This is an optimization exercise on Yosys and OpenROAD, whose aim is small area, not a production implementation.
RTL that was checked went through simulation tests only; none was proved equivalent to the original.
For runs 2 to 5, only the layout was checked, not whether the RTL still works.
No driver is modelled on the clock port, so clocking that relies on it looks cheaper here than on a real chip.
Power figures rest on the tool's default switching activity, not on a simulated workload.

## flow/design.v (module list and top-level ports; edited modules follow where they fit)
// module matrix_multiper: 2811 lines
// module c_inv: 3 lines
// module c_xor2: 3 lines
// module c_xnor2: 3 lines
// module c_nand2: 3 lines
// module c_nor2: 3 lines
// module c_and2: 3 lines
// module c_or2: 3 lines
// module c_nand2b: 3 lines
// module c_o22ai: 3 lines
// module c_maj3: 3 lines
// module fa: 4 lines
// module ha: 4 lines
module matrix_multiper #(
	parameter DSIZE	= 8,
	parameter MSIZE	= 8
)(
	input				clock,
	input [DSIZE-1:0]	iR,
	input [DSIZE-1:0]	iG,
	input [DSIZE-1:0]	iB,
	input [MSIZE-1:0]	M00,
	input [MSIZE-1:0]	M01,
	input [MSIZE-1:0]	M02,
	input [MSIZE-1:0]	M10,
	input [MSIZE-1:0]	M11,
	input [MSIZE-1:0]	M12,
	input [MSIZE-1:0]	M20,
	input [MSIZE-1:0]	M21,
	input [MSIZE-1:0]	M22,
	output[DSIZE-1:0]	Ro,
	output[DSIZE-1:0]	Go,
	output[DSIZE-1:0]	Bo
);
  // ...
==> flow/flow/run.sh <==
#!/bin/bash
# The standard layout with two changes that only shrink cells:
#  - port buffers are the smallest buffer (buf_1) instead of the delay buffer
#    buffer_ports picks by default;
#  - clock tree synthesis uses smaller clock buffers and no dummy loads.
set -euo pipefail
export BUFFER_PORTS_ARGS="-buffer_cell sky130_fd_sc_hd__buf_1"
export CTS_ARGS="-sink_clustering_enable -repair_clock_nets -dont_use_dummy_load -buf_list {sky130_fd_sc_hd__clkbuf_4 sky130_fd_sc_hd__clkbuf_8} -root_buf sky130_fd_sc_hd__clkbuf_8 -sink_clustering_size 30 -sink_clustering_max_diameter 120"
bash standard.sh finish > flow_make.log 2>&1
==> flow/standard.sh <==
#!/bin/bash
# synth_recipe.tcl (not shown) runs the flow's synth.tcl, then flattens the netlist and writes it again
# the make line also repeats each setting of config.mk as NAME=value (left out here)
make -C /OpenROAD-flow-scripts/flow DESIGN_CONFIG=/design/flow/config.mk WORK_HOME=/design/flow/orfs CLKGATE_MAP_FILE= SYNTH_SCRIPT=/design/flow/synth_recipe.tcl "${@:-finish}"
==> flow/config.mk <==
export PLATFORM = sky130hd
export DESIGN_NAME = matrix_multiper
export DESIGN_NICKNAME = matrix_multiper
export VERILOG_FILES = /design/flow/design.v
export SDC_FILE = /design/flow/constraint.sdc
export NUM_CORES = 4
export LEC_CHECK = 0
export CAP_MARGIN = 20
export CORE_MARGIN = 2
export CORE_UTILIZATION = 40
export GPL_TIMING_DRIVEN = 0
export SETUP_SLACK_MARGIN = 0.1
export SLEW_MARGIN = 20
export SYNTH_HIERARCHICAL = 1
==> flow/constraint.sdc <==
create_clock -name core_clock -period 6.0 [get_ports {clock}]
set_input_delay 1.2000 -clock core_clock [delete_from_list [all_inputs] [get_ports {clock}]]
set_output_delay 1.2000 -clock core_clock [all_outputs]
set_load 0.01 [all_outputs]
==> flow_summary_export.csv, run 1 <==
group,metric,value,unit
outcome,status,"timing/DRC/antenna clean",
layout,stdcell_count,1912,
layout,largestRegisters,"q2 (24), q3 (24), q4 (24)",
layout,signal_buffers,125,
timing,clock_skew,0.02771,ns
setup_path,r2r-start,"p_c943",
setup_path,path_common_cell,"fa_1",
setup_path,crit_family,"adder cells",
layout,multi_input_cells,1107,
clock_network,cts_tree,"built",
die,die_h,195.7,microns
timing,final.setup.tns,0,ns
setup_path,r2r_end,"q2[22]",
layout,fin_area,16090,sq um
power,p_switching,0.003911,W
power,combPwrFrac,75.9,%
timing,rsz0062_at_grt,"no",
layout,seq_share,15.30,%
setup_path,cp_data_required_time,6.34,ns
routing,via_per_inst,5.851,
clock_network,cts_buffers,17,
grt,grt_pass1_vias,12160,
setup_path,cpPeakStageDelay,0.67,ns
layout,design.seq.count,123,
setup_path,rr_worst_depth,8,
layout,fin_util,44.17,%
synth,synth_compound_area_share,10.73,%
==> run 2: changes to the inputs <==
--- a/flow/design.v
+++ b/flow/design.v
@@ -1515,60 +1515,54 @@
 wire c1493;
 wire n1494;
 reg p_c1003;
 reg p_c1017;
 reg p_c1029;
 reg p_c1037;
 reg p_c1041;
 reg p_c1043;
-reg p_c1166;
-reg p_c1167;
 reg p_c1189;
+reg p_c1190;
 reg p_c1208;
 reg p_c1226;
 reg p_c1240;
 reg p_c1252;
 reg p_c1260;
 reg p_c1264;
 reg p_c1266;
-reg p_c1389;
-reg p_c1390;
 reg p_c1412;
+reg p_c1413;
 reg p_c1431;
 reg p_c1449;
 reg p_c1463;
 reg p_c1475;
 reg p_c1483;
 reg p_c1487;
 reg p_c1489;
-reg p_c943;
-reg p_c944;
 reg p_c966;
+reg p_c967;
 reg p_c985;
 reg p_s1002;
 reg p_s1016;
 reg p_s1028;
 reg p_s1036;
 reg p_s1042;
-reg p_s1188;
 reg p_s1207;
 reg p_s1225;
 reg p_s1239;
 reg p_s1251;
 reg p_s1259;
 reg p_s1265;
-reg p_s1411;
 reg p_s1430;
 reg p_s1448;
 reg p_s1462;
 reg p_s1474;
 reg p_s1482;
 reg p_s1488;
-reg p_s965;
 reg p_s984;
 c_inv u0 (.a(iR[0]), .y(n1));
 c_inv u1 (.a(iR[1]), .y(n2));
 c_inv u2 (.a(iR[2]), .y(n3));
 c_inv u3 (.a(iR[3]), .y(n4));
 c_inv u4 (.a(iR[4]), .y(n5));
 c_inv u5 (.a(iR[5]), .y(n6));
 c_inv u6 (.a(iR[6]), .y(n7));
@@ -2461,27 +2455,27 @@
 fa u893 (.a(n86), .b(n156), .ci(n175), .s(s951), .co(c952));
 fa u894 (.a(n245), .b(n264), .ci(c923), .s(s953), .co(c954));
 fa u895 (.a(c925), .b(c927), .ci(c929), .s(s955), .co(c956));
 fa u896 (.a(s947), .b(s949), .ci(s951), .s(s957), .co(c958));
 fa u897 (.a(c931), .b(s953), .ci(c933), .s(s959), .co(c960));
 fa u898 (.a(c935), .b(s955), .ci(s957), .s(s961), .co(c962));
 fa u899 (.a(c937), .b(s959), .ci(c939), .s(s963), .co(c964));
 fa u900 (.a(s961), .b(c941), .ci(s963), .s(s965), .co(c966));
-c_maj3 u901 (.a(p_s965), .b(p_c943), .c(p_c944), .y(c967));
+c_maj3 u901 (.a(s965), .b(c943), .c(c944), .y(c967));
 fa u902 (.a(c946), .b(n105), .ci(n194), .s(s968), .co(c969));
 fa u903 (.a(n283), .b(n69), .ci(n158), .s(s970), .co(c971));
 fa u904 (.a(n247), .b(n88), .ci(n177), .s(s972), .co(c973));
 fa u905 (.a(n266), .b(c948), .ci(c950), .s(s974), .co(c975));
 fa u906 (.a(c952), .b(s968), .ci(s970), .s(s976), .co(c977));
 fa u907 (.a(s972), .b(c954), .ci(c956), .s(s978), .co(c979));
 fa u908 (.a(c958), .b(s974), .ci(s976), .s(s980), .co(c981));
 fa u909 (.a(c960), .b(s978), .ci(c962), .s(s982), .co(c983));
 fa u910 (.a(s980), .b(c964), .ci(s982), .s(s984), .co(c985));
-fa u911 (.a(p_c966), .b(p_s984), .ci(c967), .s(s986), .co(c987));
+fa u911 (.a(p_c966), .b(p_s984), .ci(p_c967), .s(s986), .co(c987));
 fa u912 (.a(n51), .b(n140), .ci(n229), .s(s988), .co(c989));
 fa u913 (.a(n107), .b(n196), .ci(n285), .s(s990), .co(c991));
 fa u914 (.a(n90), .b(n179), .ci(n268), .s(s992), .co(c993));
 fa u915 (.a(s988), .b(c969), .ci(c971), .s(s994), .co(c995));
 fa u916 (.a(c973), .b(s990), .ci(s992), .s(s996), .co(c997));
 fa u917 (.a(c975), .b(c977), .ci(s994), .s(s998), .co(c999));
 fa u918 (.a(s996), .b(c979), .ci(c981), .s(s1000), .co(c1001));
 fa u919 (.a(s998), .b(c983), .ci(s1000), .s(s1002), .co(c1003));
@@ -2579,27 +2573,27 @@
 fa u1011 (.a(n353), .b(n423), .ci(n442), .s(s1174), .co(c1175));
 fa u1012 (.a(n512), .b(n531), .ci(c1146), .s(s1176), .co(c1177));
 fa u1013 (.a(c1148), .b(c1150), .ci(c1152), .s(s1178), .co(c1179));
 fa u1014 (.a(s1170), .b(s1172), .ci(s1174), .s(s1180), .co(c1181));
 fa u1015 (.a(c1154), .b(s1176), .ci(c1156), .s(s1182), .co(c1183));
 fa u1016 (.a(c1158), .b(s1178), .ci(s1180), .s(s1184), .co(c1185));
 fa u1017 (.a(c1160), .b(s1182), .ci(c1162), .s(s1186), .co(c1187));
 fa u1018 (.a(s1184), .b(c1164), .ci(s1186), .s(s1188), .co(c1189));
-c_maj3 u1019 (.a(p_s1188), .b(p_c1166), .c(p_c1167), .y(c1190));
+c_maj3 u1019 (.a(s1188), .b(c1166), .c(c1167), .y(c1190));
 fa u1020 (.a(c1169), .b(n372), .ci(n461), .s(s1191), .co(c1192));
 fa u1021 (.a(n550), .b(n336), .ci(n425), .s(s1193), .co(c1194));
 fa u1022 (.a(n514), .b(n355), .ci(n444), .s(s1195), .co(c1196));
 fa u1023 (.a(n533), .b(c1171), .ci(c1173), .s(s1197), .co(c1198));
 fa u1024 (.a(c1175), .b(s1191), .ci(s1193), .s(s1199), .co(c1200));
 fa u1025 (.a(s1195), .b(c1177), .ci(c1179), .s(s1201), .co(c1202));
 fa u1026 (.a(c1181), .b(s1197), .ci(s1199), .s(s1203), .co(c1204));
 fa u1027 (.a(c1183), .b(s1201), .ci(c1185), .s(s1205), .co(c1206));
 fa u1028 (.a(s1203), .b(c1187), .ci(s1205), .s(s1207), .co(c1208));
-fa u1029 (.a(p_c1189), .b(p_s1207), .ci(c1190), .s(s1209), .co(c1210));
+fa u1029 (.a(p_c1189), .b(p_s1207), .ci(p_c1190), .s(s1209), .co(c1210));
 fa u1030 (.a(n318), .b(n407), .ci(n496), .s(s1211), .co(c1212));
 fa u1031 (.a(n374), .b(n463), .ci(n552), .s(s1213), .co(c1214));
 fa u1032 (.a(n357), .b(n446), .ci(n535), .s(s1215), .co(c1216));
 fa u1033 (.a(s1211), .b(c1192), .ci(c1194), .s(s1217), .co(c1218));
 fa u1034 (.a(c1196), .b(s1213), .ci(s1215), .s(s1219), .co(c1220));
 fa u1035 (.a(c1198), .b(c1200), .ci(s1217), .s(s1221), .co(c1222));
 fa u1036 (.a(s1219), .b(c1202), .ci(c1204), .s(s1223), .co(c1224));
 fa u1037 (.a(s1221), .b(c1206), .ci(s1223), .s(s1225), .co(c1226));
@@ -2697,27 +2691,27 @@
 fa u1129 (.a(n620), .b(n690), .ci(n709), .s(s1397), .co(c1398));
 fa u1130 (.a(n779), .b(n798), .ci(c1369), .s(s1399), .co(c1400));
 fa u1131 (.a(c1371), .b(c1373), .ci(c1375), .s(s1401), .co(c1402));
 fa u1132 (.a(s1393), .b(s1395), .ci(s1397), .s(s1403), .co(c1404));
 fa u1133 (.a(c1377), .b(s1399), .ci(c1379), .s(s1405), .co(c1406));
 fa u1134 (.a(c1381), .b(s1401), .ci(s1403), .s(s1407), .co(c1408));
 fa u1135 (.a(c1383), .b(s1405), .ci(c1385), .s(s1409), .co(c1410));
 fa u1136 (.a(s1407), .b(c1387), .ci(s1409), .s(s1411), .co(c1412));
-c_maj3 u1137 (.a(p_s1411), .b(p_c1389), .c(p_c1390), .y(c1413));
+c_maj3 u1137 (.a(s1411), .b(c1389), .c(c1390), .y(c1413));
 fa u1138 (.a(c1392), .b(n639), .ci(n728), .s(s1414), .co(c1415));
 fa u1139 (.a(n817), .b(n603), .ci(n692), .s(s1416), .co(c1417));
 fa u1140 (.a(n781), .b(n622), .ci(n711), .s(s1418), .co(c1419));
 fa u1141 (.a(n800), .b(c1394), .ci(c1396), .s(s1420), .co(c1421));
 fa u1142 (.a(c1398), .b(s1414), .ci(s1416), .s(s1422), .co(c1423));
 fa u1143 (.a(s1418), .b(c1400), .ci(c1402), .s(s1424), .co(c1425));
 fa u1144 (.a(c1404), .b(s1420), .ci(s1422), .s(s1426), .co(c1427));
 fa u1145 (.a(c1406), .b(s1424), .ci(c1408), .s(s1428), .co(c1429));
 fa u1146 (.a(s1426), .b(c1410), .ci(s1428), .s(s1430), .co(c1431));
-fa u1147 (.a(p_c1412), .b(p_s1430), .ci(c1413), .s(s1432), .co(c1433));
+fa u1147 (.a(p_c1412), .b(p_s1430), .ci(p_c1413), .s(s1432), .co(c1433));
 fa u1148 (.a(n585), .b(n674), .ci(n763), .s(s1434), .co(c1435));
 fa u1149 (.a(n641), .b(n730), .ci(n819), .s(s1436), .co(c1437));
 fa u1150 (.a(n624), .b(n713), .ci(n802), .s(s1438), .co(c1439));
 fa u1151 (.a(s1434), .b(c1415), .ci(c1417), .s(s1440), .co(c1441));
 fa u1152 (.a(c1419), .b(s1436), .ci(s1438), .s(s1442), .co(c1443));
 fa u1153 (.a(c1421), .b(c1423), .ci(s1440), .s(s1444), .co(c1445));
 fa u1154 (.a(s1442), .b(c1425), .ci(c1427), .s(s1446), .co(c1447));
 fa u1155 (.a(s1444), .b(c1429), .ci(s1446), .s(s1448), .co(c1449));
@@ -2746,60 +2740,54 @@
 c_inv u1178 (.a(c1493), .y(n1494));
 always @(posedge clock) begin
 	p_c1003 <= c1003;
 	p_c1017 <= c1017;
 	p_c1029 <= c1029;
 	p_c1037 <= c1037;
 	p_c1041 <= c1041;
 	p_c1043 <= c1043;
-	p_c1166 <= c1166;
-	p_c1167 <= c1167;
 	p_c1189 <= c1189;
+	p_c1190 <= c1190;
 	p_c1208 <= c1208;
 	p_c1226 <= c1226;
 	p_c1240 <= c1240;
 	p_c1252 <= c1252;
 	p_c1260 <= c1260;
 	p_c1264 <= c1264;
 	p_c1266 <= c1266;
-	p_c1389 <= c1389;
-	p_c1390 <= c1390;
 	p_c1412 <= c1412;
+	p_c1413 <= c1413;
 	p_c1431 <= c1431;
 	p_c1449 <= c1449;
 	p_c1463 <= c1463;
 	p_c1475 <= c1475;
 	p_c1483 <= c1483;
 	p_c1487 <= c1487;
 	p_c1489 <= c1489;
-	p_c943 <= c943;
-	p_c944 <= c944;
 	p_c966 <= c966;
+	p_c967 <= c967;
 	p_c985 <= c985;
 	p_s1002 <= s1002;
 	p_s1016 <= s1016;
 	p_s1028 <= s1028;
 	p_s1036 <= s1036;
 	p_s1042 <= s1042;
-	p_s1188 <= s1188;
 	p_s1207 <= s1207;
 	p_s1225 <= s1225;
 	p_s1239 <= s1239;
 	p_s1251 <= s1251;
 	p_s1259 <= s1259;
 	p_s1265 <= s1265;
-	p_s1411 <= s1411;
 	p_s1430 <= s1430;
 	p_s1448 <= s1448;
 	p_s1462 <= s1462;
 	p_s1474 <= s1474;
 	p_s1482 <= s1482;
 	p_s1488 <= s1488;
-	p_s965 <= s965;
 	p_s984 <= s984;
 end
 wire [7:0] r0 = {n1048, s1046, s1044, s1038, s1030, s1018, s1004, s986};
 wire [7:0] r1 = {n1271, s1269, s1267, s1261, s1253, s1241, s1227, s1209};
 wire [7:0] r2 = {n1494, s1492, s1490, s1484, s1476, s1464, s1450, s1432};
 reg [23:0] q2, q3, q4;
 always @(posedge clock) begin
 	q2 <= {r0, r1, r2};
==> flow/flow/run.sh (replaced) <==
#!/bin/bash
# The standard layout with two changes that only shrink cells:
#  - port buffers are the smallest buffer (buf_1) instead of the delay buffer
#    buffer_ports picks by default;
#  - clock tree synthesis uses smaller clock buffers and no dummy loads.
set -euo pipefail
export BUFFER_PORTS_ARGS="-buffer_cell sky130_fd_sc_hd__buf_1"
export CTS_ARGS="-sink_clustering_enable -repair_clock_nets -dont_use_dummy_load -buf_list {sky130_fd_sc_hd__clkbuf_4 sky130_fd_sc_hd__clkbuf_8} -root_buf sky130_fd_sc_hd__clkbuf_8"
bash standard.sh finish > flow_make.log 2>&1
==> run 2 against run 1 <==
Still clean on timing, DRC and antenna. Sequential power shrank 6%. Fmax shrank 2.2%. Clock skew shrank 0.0027 ns.
==> flow_summary_export.csv, run 2 <==
group,metric,value,unit
outcome,status,"timing/DRC/antenna clean",
synth,synth_compound_area_share,10.81,%
setup_path,cpPeakStageDelay,0.77,ns
setup_path,critPathLaunchType,"input port",
synth,syn_area_per_cell,11.25,sq um
die,die_h,194.9,microns
layout,final_common_cell,"fa_1",
layout,fill_cells,3401,
timing,timing.final.crit_period,5.827,ns
setup_path,crit_fanout,9,
setup_path,timing.critical_path.depth,14,
synth,synth_top_cell_area_share,43.25,%
synth,syn-cell-area,14580,sq um
clock_network,cts_max_path_buffers,2,
setup_path,cp_cell_sequence,"buf_1 -> xnor2_1 -> nand2_1 -> o22ai_1 -> xnor2_1 -> fa_1 -> fa_1 -> fa_1 -> maj3_2 -> maj3_2 -> maj3_2 -> maj3_2 -> and2_1 -> maj3_2",
clock_network,clk_pin_slew,0.06,ns
power,peakVddDrop,0.3800,mV
timing,fmax,0.1716,GHz
clock_network,cts_buffers,17,
setup_path,cp-end-kind,"flop",
worst_hold_path,hp-class,"flop to flop",
routing,via_per_inst,5.826,
setup_path,path_common_cell,"maj3_2",
die,core,35740,sq um
clock_network,post_cts_buffers,0,
setup_path,cp_data_required_time,6.35,ns
clock_network,cts_tree,"built",
power,power_density,559.9,nW/um^2
placement,dp_slack,-0.4882,ns
placement,port_buffers,120,
synth,synth-simple-area-share,4.119,%
synth,synth_area_leaders,"fa_1 (43%), dfxtp_1 (16%), xor2_1 (11%)",
synth,synth.most_common_cell,"fa_1",
routing,drcViolationCount,0,
synth,synth_seq_cells,117,
placement,place_inst,1879,
timing,clock_skew,0.02501,ns
layout,antenna_cells,0,
synth,synthAdderAreaFrac,45.34,%
synth,synthCells,1296,
routing,ant_nets,0,
routing,drt-wirelength-per-cell,23.50,microns
layout,syn_to_final_growth,10.37,%
grt,grt_overflow,0,
layout,drive_gt1_share,5.285,%
job,max-cap-violations,0,
timing,fin_crit_sh,97.11,%
synth,synth_nets,1708,
timing,slew_viol_final,0,
timing,final.setup.tns,0,ns
grt,grt_pass1_vias,11990,
die,die_w,194.9,microns
setup_path,cp.arrival,6.18,ns
timing,setup_viol,0,
layout,stdcell_count,1899,
routing,drtPass1Iterations,5,
setup_path,cp_slowest_cell,"xnor2_1",
routing,drtIter0Drc,1110,
clock_network,clock-sinks,117,
timing,worst_pin_slew,1.176,ns
clock_network,cts-root-buf,"clkbuf_8",
power,p_total,0.009009,W
layout,fin_nets,1852,
setup_path,rr_worst_depth,7,
routing,vias,11060,
synth,synth_cell_types,12,
setup_path,crit_family,"adder cells",
synth,synth_ff_type,"dfxtp_1",
timing,rsz0062_at_grt,"no",
synth,yosysWarningCount,7,
grt,grt_use_total,24.49,%
synth,yosysTopAreaCell,"fa_1",
layout,largestRegisters,"q2 (24), q3 (24), q4 (24)",
layout,regArea,2342,sq um
grt,grt_pass1_wl,69390,microns
synth,synthXorXnorAreaFrac,21.81,%
placement,dp_hpwl,32990,microns
layout,multi_input_area,12090,sq um
synth,synth.area.mux_share,0,%
routing,finalWirelength,44620,microns
placement,place_congestion,0.8954,
synth,synth_common_cells,"fa_1 (315), o22ai_1 (252), xor2_1 (189), xnor2_1 (174), dfxtp_1 (117)",
synth,synth_edf_count,0,
worst_hold_path,hold_depth,0,
clock_network,clock_latency,0.49,ns
layout,layout_common_cells,"fa_1 (315), o22ai_1 (252), xor2_1 (180)",
grt,antenna_found_initial,0,
timing,max_slew_margin,21.51,%
synth,synth_top_family_by_area,"adder cells",
setup_path,path_class,"input port to flop",
clock_network,ctsHtreeMaxLevel,4,
synth,yosysSeqAreaShare,16.07,%
timing,hold_violations,0,
setup_path,worst-path-buf-inv,1,
die,initial_core_util,40.79,%
die,num_rows,69,
power,leakage,6.004,nW
synth,synth-async-reset-ratio,0,%
timing,fin_ws,0.1732,ns
die,ios,121,
grt,grt_max_degree,25,
die,dieArea,37990,sq um
[run 2: cell count changes in the layout (fill, tap and decap cells not counted), sizes merged]
cell / delta
inv: +1
buf: -4
dfxtp: -6
clkinv: -1
clkbuf: +4
[run 2: what timing repair did]
| action | in CTS | in global routing |
|---|---|---|
| cloned | 0 | 0 |
| setup endpoints to repair | 1 | 3 |
| hold buffers | 0 | 0 |
| gates resized for setup | 1 | 19 |
[run 2: stage by stage]
| step | utilization, % | instance area (sq um) | hold WS, ns |
|---|---|---|---|
| final | 45.02 | 16090 | 0.3054 |
| after global routing | 45.02 | 16090 | 0.3088 |
| after CTS | 44.49 | 15900 | 0.3070 |
| after detailed placement | 43.82 | 15660 | 0.3121 |
| after global placement | 43.66 | 15610 | 0.3104 |
| after floorplan | - | 14580 | 0.3096 |
[run 2: worst register-to-register path: cells and delay by family (launching register included)]
family | cells | cell delay, ns
adders and majority gates | 7 | 2.87
DFF | 1 | 0.32
[run 2: logic make-up after synthesis]
group,count (synthesis)
buffers and inverters,72
XOR/XNOR,363
flip-flops,117
AND/OR/NAND/NOR,150
AO/OA/AOI/OAI,252
adder cells (fa/ha/maj),342
[run 2: layout make-up]
cell class              count  share of cell area [%]
multi-input cells        1107                   75.12
flip-flops and latches    117                   14.56
repair buffers            125                   3.608
well taps                 461                   3.585
inverters                  72                   1.680
clock buffers              17                   1.454
[run 2: power breakdown]
group	internal [W]	switching, W
clock network	0.000247	0.000273
logic	0.00342	0.00361
registers	0.00132	0.000135
[run 2: final timing paths]
kind | slack [ns] | endpoint | startpoint
max reg2reg | 2.68 | q2[6] | p_c1412
min reg2reg | 0.31 | q4[11] | q3[11]
max | 0.17 | p_c1190 | M12[1]
min | 0.31 | q4[11] | q3[11]
[run 2: Yosys stat by module, one instance, submodules excluded]
| module | flip-flops and latches | cell area (sq um) | cells inside | copies in the design |
|---|---|---|---|---|
| matrix_multiper | 117 | 2342 | 117 | 1 |
| c_inv | 0 | 3.754 | 1 | 72 |
| c_nand2 | 0 | 3.754 | 1 | 27 |
| c_xnor2 | 0 | 8.758 | 1 | 174 |
| c_nor2 | 0 | 3.754 | 1 | 108 |
| c_xor2 | 0 | 8.758 | 1 | 189 |
| c_or2 | 0 | 6.256 | 1 | 3 |
| c_maj3 | 0 | 11.26 | 1 | 27 |
| c_and2 | 0 | 6.256 | 1 | 3 |
| fa | 0 | 20.02 | 1 | 315 |
| c_o22ai | 0 | 6.256 | 1 | 252 |
| c_nand2b | 0 | 6.256 | 1 | 9 |
[run 2: routing by layer]
layer  GRT usage [%]  wire, microns  up-vias  share of wire [%]
met5               0              0        -                  0
met4           8.736           1426        0                3.2
met3           5.605           4176       99                9.4
met2           38.82          21050      657                 47
met1           33.02          17970     5647                 40
li1                -              -     4660                  -
==> run 3: changes to the inputs <==
==> flow/flow/run.sh (replaced) <==
#!/bin/bash
# The standard layout (standard.sh, the standard flow's own ORFS run) with changes that
# only pick smaller cells; the netlist's logic and registers are untouched:
#  - port buffers are the smallest buffer (buf_1) instead of the delay buffer
#    that buffer_ports picks by default;
#  - clock tree synthesis uses clkbuf_4 leaves under a clkbuf_8 root and no
#    dummy loads; leaves whose flip-flop clock pins would see a slew over
#    100 ps are then sized up to clkbuf_8 and the placement legalised.
# Each tool's output goes to a log file of its own in this folder.
set -euo pipefail
export BUFFER_PORTS_ARGS="-buffer_cell sky130_fd_sc_hd__buf_1"
export CTS_ARGS="-sink_clustering_enable -repair_clock_nets -dont_use_dummy_load -buf_list {sky130_fd_sc_hd__clkbuf_4} -root_buf sky130_fd_sc_hd__clkbuf_8"
export RES=orfs/results/${FLOW_PLATFORM}/matrix_multiper/base
bash standard.sh cts > flow_make_cts.log 2>&1
openroad -no_init -exit flow/clkleaf.tcl > flow_clkleaf.log 2>&1
bash standard.sh finish > flow_make_finish.log 2>&1
==> flow/flow/clkleaf.tcl (new file) <==
# Size up the clock tree leaf buffers whose flip-flop clock pins see a slew
# over 100 ps, then legalise the placement.
read_liberty $::env(FLOW_HOME)/platforms/sky130hd/lib/sky130_fd_sc_hd__tt_025C_1v80.lib
read_db $::env(RES)/4_cts.odb
read_sdc $::env(RES)/4_cts.sdc
source $::env(FLOW_HOME)/platforms/sky130hd/setRC.tcl
estimate_parasitics -placement
proc worst_sink_slew {inst} {
  set worst 0
  set out [get_pins -of_objects $inst -filter "direction==output"]
  foreach p [get_pins -of_objects [get_nets -of_objects $out] -filter "direction==input"] {
    foreach pr {slew_max_rise slew_max_fall} {
      set v [get_property $p $pr]
      if {$v > $worst} { set worst $v }
    }
  }
  return $worst
}
set n 0
foreach inst [get_cells *] {
  if {[get_property $inst ref_name] != "sky130_fd_sc_hd__clkbuf_4"} continue
  set w [worst_sink_slew $inst]
  if {$w > 0.100} {
    replace_cell $inst sky130_fd_sc_hd__clkbuf_8
    puts "sized up [get_name $inst] (sink slew $w)"
    incr n
  }
}
puts "sized up $n clock buffers"
detailed_placement
check_placement
estimate_parasitics -placement
set ms 0
foreach p [get_pins -hierarchical */CLK] {
  foreach pr {slew_max_rise slew_max_fall} {
    set v [get_property $p $pr]
    if {$v > $ms} { set ms $v }
  }
}
puts "worst flip-flop clock pin slew now $ms"
write_db $::env(RES)/4_cts.odb
--- a/flow/config.mk
+++ b/flow/config.mk
@@ -5,10 +5,10 @@
 export SDC_FILE = /design/flow/constraint.sdc
 export NUM_CORES = 4
 export LEC_CHECK = 0
-export CAP_MARGIN = 20
+export CAP_MARGIN = 0
 export CORE_MARGIN = 2
 export CORE_UTILIZATION = 40
 export GPL_TIMING_DRIVEN = 0
 export SETUP_SLACK_MARGIN = 0.1
-export SLEW_MARGIN = 20
+export SLEW_MARGIN = 0
 export SYNTH_HIERARCHICAL = 1
==> run 3 against run 2 <==
Critical path type unchanged. Largest cell class unchanged. Synthesized area is the same. Utilization shrank 0.54 points. Sequential power is essentially flat. Worst hold slack is essentially flat. Final cell count shrank 0.26%. Clock skew grew 0.00081 ns. Sequential share of layout area grew 0.18 points.
==> flow_summary_export.csv, run 3 <==
group,metric,value,unit
setup_path,r2r_end,"q2[22]",
placement,place_congestion,0.8954,
timing,hold_violations,0,
timing,fin_ws,0.1562,ns
worst_hold_path,hold_depth,0,
layout,fin_nets,1847,
grt,grt_pass1_vias,11960,
synth,syn_area_per_cell,11.25,sq um
layout,fin_util,44.48,%
synth,synth_ff_type,"dfxtp_1",
power,peakVddDrop,0.3537,mV
setup_path,cp_data_required_time,6.31,ns
setup_path,worst-path-buf-inv,1,
timing,fin_hold_ws,0.3055,ns
clock_network,ctsHtreeMaxLevel,4,
setup_path,r2r_setup_slack,2.71,ns
setup_path,crit_fanout,9,
clock_network,ctsHoldBuffers,0,
routing,drcViolationCount,0,
power,leakage,5.942,nW
clock_network,cts-root-buf,"clkbuf_8",
clock_network,clock_latency,0.44,ns
synth,synthCells,1296,
synth,synth_nets,1708,
placement,dpl-instance-area,15610,sq um
layout,multi_input_area,12090,sq um
layout,fin_area,15900,sq um
routing,finalWirelength,44360,microns
timing,timing.final.crit_period,5.844,ns
synth,synth-async-reset-ratio,0,%
setup_path,cp.arrival,6.16,ns
worst_hold_path,hold_start,"q2[3]",
clock_network,cts_tree,"built",
routing,vias,10900,
grt,grt_max_degree,25,
clock_network,clock-sinks,117,
synth,synth_area_leaders,"fa_1 (43%), dfxtp_1 (16%), xor2_1 (11%)",
layout,antenna_cells,0,
setup_path,crit_family,"adder cells",
job,max-cap-violations,0,
setup_path,cpPeakStageDelay,0.75,ns
timing,setup_viol,0,
layout,final_common_cell,"fa_1",
timing,rsz0062_at_grt,"no",
grt,grt_pass1_wl,69360,microns
layout,fill_cells,3435,
routing,drtPass1Iterations,6,
synth,syn-cell-area,14580,sq um
synth,synth_edf_count,0,
synth,yosysSeqAreaShare,16.07,%
grt,grt_overflow,0,
setup_path,cp_cell_sequence,"buf_1 -> xnor2_1 -> nand2_1 -> o22ai_1 -> xnor2_1 -> fa_1 -> fa_1 -> fa_1 -> maj3_2 -> maj3_2 -> maj3_2 -> maj3_2 -> and2_1 -> maj3_2",
die,die_h,194.9,microns
timing,fmax,0.1711,GHz
setup_path,path_common_cell,"maj3_2",
synth,yosysTopAreaCell,"fa_1",
setup_path,cp-end-kind,"flop",
clock_network,clk_pin_slew,0.09,ns
layout,drive_gt1_share,4.606,%
clock_network,cts_buffers,17,
routing,via_per_inst,5.757,
timing,worst_pin_slew,1.396,ns
timing,fin_crit_sh,97.40,%
setup_path,r2r-start,"p_c966",
timing,slew_viol_final,0,
die,num_rows,69,
setup_path,cp_slowest_cell,"xnor2_1",
power,power_density,558.4,nW/um^2
placement,dp_hpwl,32660,microns
worst_hold_path,worstHoldEndpoint,"q3[3]",
placement,dp_slack,-0.5214,ns
die,die_w,194.9,microns
synth,synth_top_cell_area_share,43.25,%
synth,yosysWarningCount,7,
synth,synth_seq_cells,117,
placement,port_buffers,120,
timing,max_slew_margin,6.848,%
setup_path,critPathLaunchType,"input port",
layout,regArea,2342,sq um
layout,largestRegisters,"q2 (24), q3 (24), q4 (24)",
routing,drtIter0Drc,1132,
die,core,35740,sq um
die,ios,121,
routing,drt-wirelength-per-cell,23.42,microns
grt,grt_use_total,24.35,%
synth,synth_cell_types,12,
layout,layout_common_cells,"fa_1 (315), o22ai_1 (252), xor2_1 (177)",
layout,syn_to_final_growth,9.054,%
outcome,status,"timing/DRC/antenna clean",
grt,antenna_found_initial,0,
synth,synth.most_common_cell,"fa_1",
setup_path,path_class,"input port to flop",
die,dieArea,37990,sq um
worst_hold_path,hp-class,"flop to flop",
clock_network,cts_max_path_buffers,2,
clock_network,post_cts_buffers,0,
setup_path,rr_worst_depth,7,
synth,synth_common_cells,"fa_1 (315), o22ai_1 (252), xor2_1 (189), xnor2_1 (174), dfxtp_1 (117)",
die,initial_core_util,40.79,%
timing,clock_skew,0.02582,ns
routing,ant_nets,0,
-- run 3: cell count changes in the layout (fill, tap and decap cells not counted), sizes merged --
cell    delta
inv        +2
clkinv     -2
buf        -5
-- run 3: metrics by stage --
step | TNS, ns | total power (W) | std cells
6_report | 0 | 0.008878 | 1894
5_1_grt | 0 | 0.01016 | 1894
4_1_cts | 0 | 0.009021 | 1894
3_5_place_dp | -1.148 | 0.008562 | 1877
3_3_place_gp | -1.069 | 0.008398 | 1877
2_1_floorplan | 0 | 0.006700 | 1296
-- run 3: final cells by class --
class	count	area share, %
multi-input cells	1107	76.02
flip-flops and latches	117	14.73
well taps	461	3.628
repair buffers	120	2.880
inverters	72	1.700
clock buffers	17	1.039
-- run 3: cell families (layout without fill, tap and decap cells) --
| group | after synthesis | in the layout | share of synthesized area, % |
|---|---|---|---|
| flip-flops | 117 | 117 | 16.07 |
| AND/OR/NAND/NOR | 150 | 150 | 4.119 |
| buffers and inverters | 72 | 209 | 1.854 |
| adder cells (fa/ha/maj) | 342 | 342 | 45.34 |
| AO/OA/AOI/OAI | 252 | 252 | 10.81 |
| XOR/XNOR | 363 | 363 | 21.81 |
-- run 3: Yosys stat by module, one instance, submodules excluded, excerpt --
module,times used,flops+latches,cells inside
c_inv,72,0,1
c_maj3,27,0,1
c_xor2,189,0,1
fa,315,0,1
c_nand2b,9,0,1
c_nor2,108,0,1
matrix_multiper,1,117,117
c_or2,3,0,1
-- run 3: layer usage --
metal | track usage, % | share of wire (%)
met5 | 0 | 0
met4 | 9.386 | 3.1
met3 | 4.702 | 8.9
met2 | 38.49 | 47
met1 | 33.21 | 41
-- run 3: where the power goes --
part	switching, W	leakage, nW	internal [W]
Clock	0.000273	0.0937	0.000173
Combinational	0.00358	4.86	0.00339
Sequential	0.000139	0.987	0.00132
-- run 3: what timing repair did --
action	CTS	global route
endpoints found under the setup margin	1	3
gates resized for setup	3	19
cloned	0	0
-- run 3: worst register-to-register path, stage by stage, from the launching register on --
cell and delay (ns):
dfxtp_1 0.32, fa_1 0.44, fa_1 0.39, fa_1 0.39, fa_1 0.39, fa_1 0.40, fa_1 0.40, fa_1 0.45
-- run 3: how the worst max path moves through the flow --
stage                          to  slack (ns)    from  cells past startpoint
after CTS                  p_c967        0.15  M00[7]                     13
final                     p_c1190        0.16  M12[1]                     14
after global routing       p_c967        0.10  M01[7]                     13
after detailed placement  p_c1190       -0.52  M10[7]                     13
after global placement    p_c1190       -0.45  M10[7]                     13
after floorplan           p_c1190        0.67  M11[1]                     13
==> run 4: changes to the inputs <==
--- a/flow/config.mk
+++ b/flow/config.mk
@@ -8,7 +8,7 @@
 export CAP_MARGIN = 0
 export CORE_MARGIN = 2
 export CORE_UTILIZATION = 40
-export GPL_TIMING_DRIVEN = 0
+export GPL_TIMING_DRIVEN = 1
 export SETUP_SLACK_MARGIN = 0.1
 export SLEW_MARGIN = 0
 export SYNTH_HIERARCHICAL = 1
==> run 4 against run 3 <==
Critical path type unchanged. Largest power group unchanged. Flip-flop and latch count did not move. Synthesized area did not move. Largest cell class unchanged. Via count rose by 2.1%.
==> flow_summary_export.csv, run 4 <==
group,metric,value,unit
layout,syn_to_final_growth,14.16,%
layout,drive_gt1_share,10.10,%
timing,rsz0062_at_grt,"no",
grt,grt_max_degree,25,
grt,grt_pass1_vias,12030,
layout,final_common_cell,"fa_1",
routing,ant_nets,0,
synth,synth-async-reset-ratio,0,%
timing,setup_viol,0,
routing,via_per_inst,5.550,
timing,timing.final.crit_period,5.394,ns
timing,slew_viol_final,0,
power,leakage,6.436,nW
timing,clock_skew,0.02665,ns
synth,synth_top_cell_area_share,43.25,%
timing,max_slew_margin,37.97,%
clock_network,cts_buffers,17,
placement,place_inst,1989,
routing,highest_layer,"met4",
routing,vias,11130,
clock_network,ctsHoldBuffers,0,
synth,synth_seq_cells,117,
die,num_rows,69,
routing,drtPass1Iterations,5,
clock_network,ctsHtreeMaxLevel,4,
grt,antenna_found_initial,0,
die,die_h,194.9,microns
synth,synth_area_leaders,"fa_1 (43%), dfxtp_1 (16%), xor2_1 (11%)",
routing,finalWirelength,44700,microns
synth,synth_edf_count,0,
routing,met2_length,20750,microns
power,peakVddDrop,0.3097,mV
synth,synth_nets,1708,
clock_network,clk_pin_slew,0.09,ns
clock_network,cts_max_path_buffers,2,
die,ios,121,
layout,fin_nets,1959,
synth,synth_common_cells,"fa_1 (315), o22ai_1 (252), xor2_1 (189), xnor2_1 (174), dfxtp_1 (117)",
grt,grt_overflow,0,
outcome,status,"timing/DRC/antenna clean",
clock_network,cts-root-buf,"clkbuf_8",
routing,drcViolationCount,0,
setup_path,cp_data_required_time,6.32,ns
layout,antenna_cells,0,
job,max-cap-violations,0,
clock_network,cts_tree,"built",
layout,stdcell_count,2006,
timing,final.setup.tns,0,ns
die,dieArea,37990,sq um
setup_path,crit_fanout,9,
placement,dp_hpwl,36850,microns
timing,worst_pin_slew,0.9294,ns
grt,grt_pass1_wl,70030,microns
clock_network,cts_resized,0,
synth,yosysTopAreaCell,"fa_1",
synth,syn-cell-area,14580,sq um
setup_path,cp-end-kind,"flop",
setup_path,path_class,"input port to flop",
layout,layout_common_cells,"fa_1 (315), o22ai_1 (252), xor2_1 (189)",
die,core,35740,sq um
clock_network,clock_latency,0.45,ns
clock_network,post_cts_buffers,0,
timing,hold_violations,0,
worst_hold_path,hp-class,"flop to flop",
placement,port_buffers,120,
power,power_density,537.0,nW/um^2
placement,place_congestion,0.9701,
setup_path,critPathLaunchType,"input port",
grt,grt_use_total,24.66,%
synth,synth_ff_type,"dfxtp_1",
timing,fmax,0.1854,GHz
timing,fin_crit_sh,89.91,%
routing,met3_length,3257,microns
setup_path,cp.arrival,5.71,ns
routing,wl_met1,19170,microns
synth,yosysWarningCount,7,
synth,synth_cell_types,12,
layout,largestRegisters,"q2 (24), q3 (24), q4 (24)",
synth,synthCells,1296,
synth,syn_area_per_cell,11.25,sq um
routing,drtIter0Drc,904,
die,initial_core_util,40.79,%
synth,yosysSeqAreaShare,16.07,%
synth,synth.most_common_cell,"fa_1",
die,die_w,194.9,microns
clock_network,clock-sinks,117,
routing,drt-wirelength-per-cell,22.28,microns
==> run 4: logic make-up after synthesis <==
group / after synthesis / synth area share, %
DFF: 117 / 16.07
buffers and inverters: 72 / 1.854
and+or+nand+nor: 150 / 4.119
AOI/OAI and AO/OA: 252 / 10.81
xor gates and xnor gates: 363 / 21.81
adders and majority gates: 342 / 45.34
==> run 4: power breakdown <==
part           switching [W]  internal, W  total [W]
clock network       0.000266     0.000166   0.000432
logic                0.00357      0.00348    0.00705
registers           0.000138      0.00132    0.00146
total                0.00397      0.00497    0.00894
==> run 4: final cells by class <==
class	count	area, sq um
clock buffers	17	158.9
multi-input cells	1107	11970
flip-flops and latches	117	2342
repair buffers	232	1329
inverters	72	270.3
well taps	461	576.8
fillers	3452	19100
==> run 4: layer usage <==
layer / up-vias / track usage (%)
met1: 5665 / 33.67
met4: 0 / 8.567
li1: 4881 / -
met5: - / 0
met2: 512 / 39.11
met3: 76 / 5.119
==> run 4: final timing paths <==
kind	startpoint	end	slack [ns]	cells after the start
max	M10[3]	p_c1190	0.61	13
min	q3[18]	q4[18]	0.30	0
max reg2reg	p_c1412	q2[6]	2.61	7
min reg2reg	q3[18]	q4[18]	0.30	0
==> run 4: per-module statistics from Yosys, one instance, submodules excluded, a selection <==
| module | area (sq um) | cells inside | flops+latches | times used |
|---|---|---|---|---|
| matrix_multiper | 2342 | 117 | 117 | 1 |
| c_inv | 3.754 | 1 | 0 | 72 |
| c_xor2 | 8.758 | 1 | 0 | 189 |
| c_nor2 | 3.754 | 1 | 0 | 108 |
| c_xnor2 | 8.758 | 1 | 0 | 174 |
| c_or2 | 6.256 | 1 | 0 | 3 |
| c_o22ai | 6.256 | 1 | 0 | 252 |
| c_maj3 | 11.26 | 1 | 0 | 27 |
| fa | 20.02 | 1 | 0 | 315 |
| c_nand2b | 6.256 | 1 | 0 | 9 |
| c_nand2 | 3.754 | 1 | 0 | 27 |
==> run 4: metrics by stage <==
stage	cell area, sq um	utilization [%]	hold slack [ns]	power (W)	worst slack [ns]
global route	16640	46.57	0.3101	0.01011	0.4340
detailed placement	16480	46.12	0.3121	0.008609	0.2512
global placement	16480	46.12	0.3098	0.008438	0.2751
floorplan	14580	-	0.3096	0.006700	0.6698
finish	16640	46.57	0.2988	0.008938	0.6055
CTS	16620	46.50	0.2979	0.009066	0.7531
==> run 4: critical path: stages <==
cell and delay (ns):
buf_1 0.12, xnor2_1 0.68, nand2_1 0.36, o22ai_1 0.22, xor2_1 0.22, fa_1 0.47, fa_1 0.40, fa_1 0.54
fa_1 0.43, maj3_2 0.33, maj3_2 0.30, and2_1 0.15, maj3_2 0.30
==> run 5: changes to the inputs <==
--- a/flow/config.mk
+++ b/flow/config.mk
@@ -7,8 +7,8 @@
 export LEC_CHECK = 0
 export CAP_MARGIN = 0
 export CORE_MARGIN = 2
-export CORE_UTILIZATION = 40
-export GPL_TIMING_DRIVEN = 1
+export CORE_UTILIZATION = 60
+export GPL_TIMING_DRIVEN = 0
 export SETUP_SLACK_MARGIN = 0.1
 export SLEW_MARGIN = 0
 export SYNTH_HIERARCHICAL = 1
==> run 5 against run 4 <==
Still clean on timing, DRC and antenna. Combinational power increased by 1%. Clock-buffer cell count stayed put. Final area decreased by 5.6%. Worst hold slack improved by 0.011 ns. Utilization up 19 points. Fmax fell by 8.1%. Sequential power about the same. Critical path type unchanged. Critical endpoint is now p_c967.
==> flow_summary_export.csv, run 5 <==
group,metric,value,unit
outcome,status,"timing/DRC/antenna clean",
synth,syn-cell-area,14580,sq um
setup_path,r2r-start,"p_c966",
layout,final_common_cell,"fa_1",
die,dieArea,25560,sq um
placement,port_buffers,120,
die,ios,121,
power,leakage,5.940,nW
grt,grt_use_total,35.42,%
timing,hold_violations,0,
synth,yosysSeqAreaShare,16.07,%
placement,place_congestion,0.9195,
routing,via_per_inst,6.343,
grt,grt_overflow,0,
clock_network,cts_tree,"built",
setup_path,crit_start,"M02[7]",
timing,max_slew_margin,13.32,%
routing,drtIter0Drc,1190,
timing,clock_skew,0.02935,ns
layout,multi_input_area,12060,sq um
power,p_clk_share,5.3,%
power,p_sw_share,45.32,%
routing,ant_nets,0,
layout,fin_util,65.20,%
routing,drt-wirelength-per-cell,24.74,microns
layout,syn_to_final_growth,7.801,%
die,die_w,159.9,microns
timing,final.setup.tns,0,ns
worst_hold_path,hold_depth,0,
layout,regArea,2342,sq um
worst_hold_path,hp-class,"flop to flop",
die,die_h,159.9,microns
power,power_density,577.7,nW/um^2
clock_network,ctsHoldBuffers,0,
power,combPwrFrac,78.7,%
synth,synth_ff_type,"dfxtp_1",
synth,synth_cell_types,12,
clock_network,clock-sinks,117,
synth,synth_top_cell_area_share,43.25,%
setup_path,cp.arrival,6.18,ns
power,pwr-share-seq,16.0,%
clock_network,cts_buffers,17,
synth,synth.most_common_cell,"fa_1",
synth,yosysTopAreaCell,"fa_1",
setup_path,cp-end-kind,"flop",
synth,yosysWarningCount,7,
die,initial_core_util,60.48,%
synth,synth_nets,1708,
layout,fill_cells,2052,
power,p_total,0.009080,W
grt,grt_max_degree,25,
layout,layout_common_cells,"fa_1 (315), o22ai_1 (252), xor2_1 (180)",
timing,slew_viol_final,0,
die,core,24110,sq um
timing,fmax,0.1703,GHz
synth,synth_common_cells,"fa_1 (315), o22ai_1 (252), xor2_1 (189), xnor2_1 (174), dfxtp_1 (117)",
grt,antenna_found_initial,0,
synth,synth_seq_cells,117,
clock_network,cts_max_path_buffers,2,
setup_path,path_class,"input port to flop",
routing,vias,11150,
synth,synth_area_leaders,"fa_1 (43%), dfxtp_1 (16%), xor2_1 (11%)",
worst_hold_path,hold_start,"q2[15]",
clock_network,clk_pin_slew,0.09,ns
clock_network,post_cts_buffers,0,
timing,fin_crit_sh,97.88,%
synth,syn_area_per_cell,11.25,sq um
layout,antenna_cells,0,
layout,drive_gt1_share,4.327,%
timing,worst_pin_slew,1.299,ns
setup_path,crit_fanout,8,
power,p_switching,0.004115,W
power,p_int,0.004964,W
layout,fin_nets,1847,
grt,grt_pass1_wl,67660,microns
synth,synth_edf_count,0,
job,max-cap-violations,0,
synth,synthCells,1296,
setup_path,critPathLaunchType,"input port",
layout,largestRegisters,"q2 (24), q3 (24), q4 (24)",
clock_network,cts-root-buf,"clkbuf_8",
placement,dp_hpwl,31470,microns
routing,drcViolationCount,0,
clock_network,ctsHtreeMaxLevel,4,
timing,rsz0062_at_grt,"yes",
clock_network,clock_latency,0.43,ns
power,peakVddDrop,0.5585,mV
routing,finalWirelength,43470,microns
synth,synth-async-reset-ratio,0,%
timing,setup_viol,0,
routing,drtPass1Iterations,5,
timing,timing.final.crit_period,5.873,ns
die,num_rows,57,
setup_path,cp_data_required_time,6.31,ns
grt,grt_pass1_vias,11870,
setup_path,rr_worst_depth,7,
## run 5: cell types whose count changed in the layout (fill, tap and decap cells not counted)
cell | previous run | this run
buf_1 | 120 | 115
buf_12 | 3 | 0
buf_2 | 0 | 1
buf_4 | 109 | 0
clkbuf_2 | 0 | 4
clkbuf_4 | 12 | 9
clkbuf_8 | 5 | 8
xnor2_1 | 174 | 170
xnor2_2 | 0 | 4
xor2_1 | 189 | 180
xor2_2 | 0 | 9
## run 5: cells by family (layout without fill, tap and decap cells)
logic type      count (synthesis)  after routing  synth area share [%]
flops                         117            117                 16.07
buf+inv                        72            209                 1.854
fa+ha+maj                     342            342                 45.34
simple gates                  150            150                 4.119
xor+xnor                      363            363                 21.81
compound gates                252            252                 10.81
## run 5: per-module statistics from Yosys (local to each module, per instance)
| module | cells | copies in the design | cell area (sq um) | flops+latches |
|---|---|---|---|---|
| matrix_multiper | 117 | 1 | 2342 | 117 |
| fa | 1 | 315 | 20.02 | 0 |
| c_maj3 | 1 | 27 | 11.26 | 0 |
| c_xnor2 | 1 | 174 | 8.758 | 0 |
| c_xor2 | 1 | 189 | 8.758 | 0 |
| c_and2 | 1 | 3 | 6.256 | 0 |
| c_nand2b | 1 | 9 | 6.256 | 0 |
| c_o22ai | 1 | 252 | 6.256 | 0 |
| c_or2 | 1 | 3 | 6.256 | 0 |
| c_inv | 1 | 72 | 3.754 | 0 |
| c_nand2 | 1 | 27 | 3.754 | 0 |
| c_nor2 | 1 | 108 | 3.754 | 0 |
## run 5: final timing paths
check,slack [ns],endpoint
setup / recovery,0.13,p_c967
hold / removal,0.31,q3[15]
hold reg to reg,0.31,q3[15]
setup reg to reg,2.65,q2[22]
## run 5: through the flow
step	hold slack (ns)	setup slack [ns]	std cells	instance area, sq um
after CTS	0.2970	0.1196	1757	15580
final	0.3098	0.1270	1757	15720
after detailed placement	0.3128	-0.3942	1740	15430
after global routing	0.3226	0.04523	1757	15720
after global placement	0.3098	-0.3670	1740	15430
after floorplan	0.3096	0.6698	1296	14580
## run 5: layout make-up
cell class | count | area share, %
clock buffers | 17 | 1.130
flip-flops and latches | 117 | 14.90
well taps | 324 | 2.579
inverters | 72 | 1.720
multi-input cells | 1107 | 76.76
repair buffers | 120 | 2.906
## run 5: what timing repair did
item,4_1_cts,5_1_grt
resized for setup,3,15
gates cloned,0,0
endpoints found under the hold margin,0,0
endpoints found under the setup margin,1,3
## run 5: metal layers
metal  vias up  part of all wire [%]  global-route usage [%]
met2       732                    48                   58.01
met4         0                   4.9                   16.58
li1       4646                     -                       -
met1      5625                    38                   46.36
met5         -                     0                       0
met3       142                   8.9                   6.338
## run 5: worst max-delay path, stage by stage
cell and delay (ns):
buf_1 0.62, xor2_1 0.56, inv_1 0.33, nor2_1 0.20, fa_1 0.46, fa_1 0.46, fa_1 0.51, fa_1 0.42
maj3_2 0.32, maj3_2 0.32, maj3_2 0.30, and2_1 0.14, maj3_2 0.33
## run 5: power by group through the flow
stage / Sequential [W] / Clock (W) / Combinational, W
2_1_floorplan: 0.00150 / 0 / 0.00520
5_1_grt: 0.00150 / 0.000522 / 0.00813
4_1_cts: 0.00147 / 0.000446 / 0.00723
3_3_place_gp: 0.00147 / 0 / 0.00702
3_5_place_dp: 0.00148 / 0 / 0.00718
6_report: 0.00146 / 0.000477 / 0.00715

## port drivers added, routing unchanged
Ports are ideal in the flow. The routed layouts listed here were re-timed in OpenROAD. Step 1: set_driving_cell puts a clkbuf_16 on clock and a buf_2 on each other input, an assumption about the parent block. Step 2 also shifts input and output timing later by t, the mid clock arrival at the registers, as if the neighbouring blocks saw the same clock. Slacks: ideal / step 1 / step 2; pairs: ideal / step 1.
| run | t (ns) | setup slack, ns | hold WS [ns] |
|---|---|---|---|
| run 1 | 0.502 | 0.301 / 0.319 / -0.183 | 0.296 / 0.296 / 0.296 |
| run 2 | 0.516 | 0.173 / 0.199 / -0.317 | 0.305 / 0.305 / 0.305 |
| run 3 | 0.478 | 0.156 / 0.185 / -0.293 | 0.305 / 0.305 / 0.305 |
| run 4 | 0.482 | 0.606 / 0.621 / 0.139 | 0.299 / 0.299 / 0.299 |
| run 5 | 0.456 | 0.127 / 0.147 / -0.309 | 0.310 / 0.310 / 0.310 |
Met with ideal ports but missed after step 2: setup timing in run 1, run 2, run 3 and run 5. For run 2, which loses most, drivers alone change the setup slack by +0.026 ns; drivers and shift together by -0.490 ns.
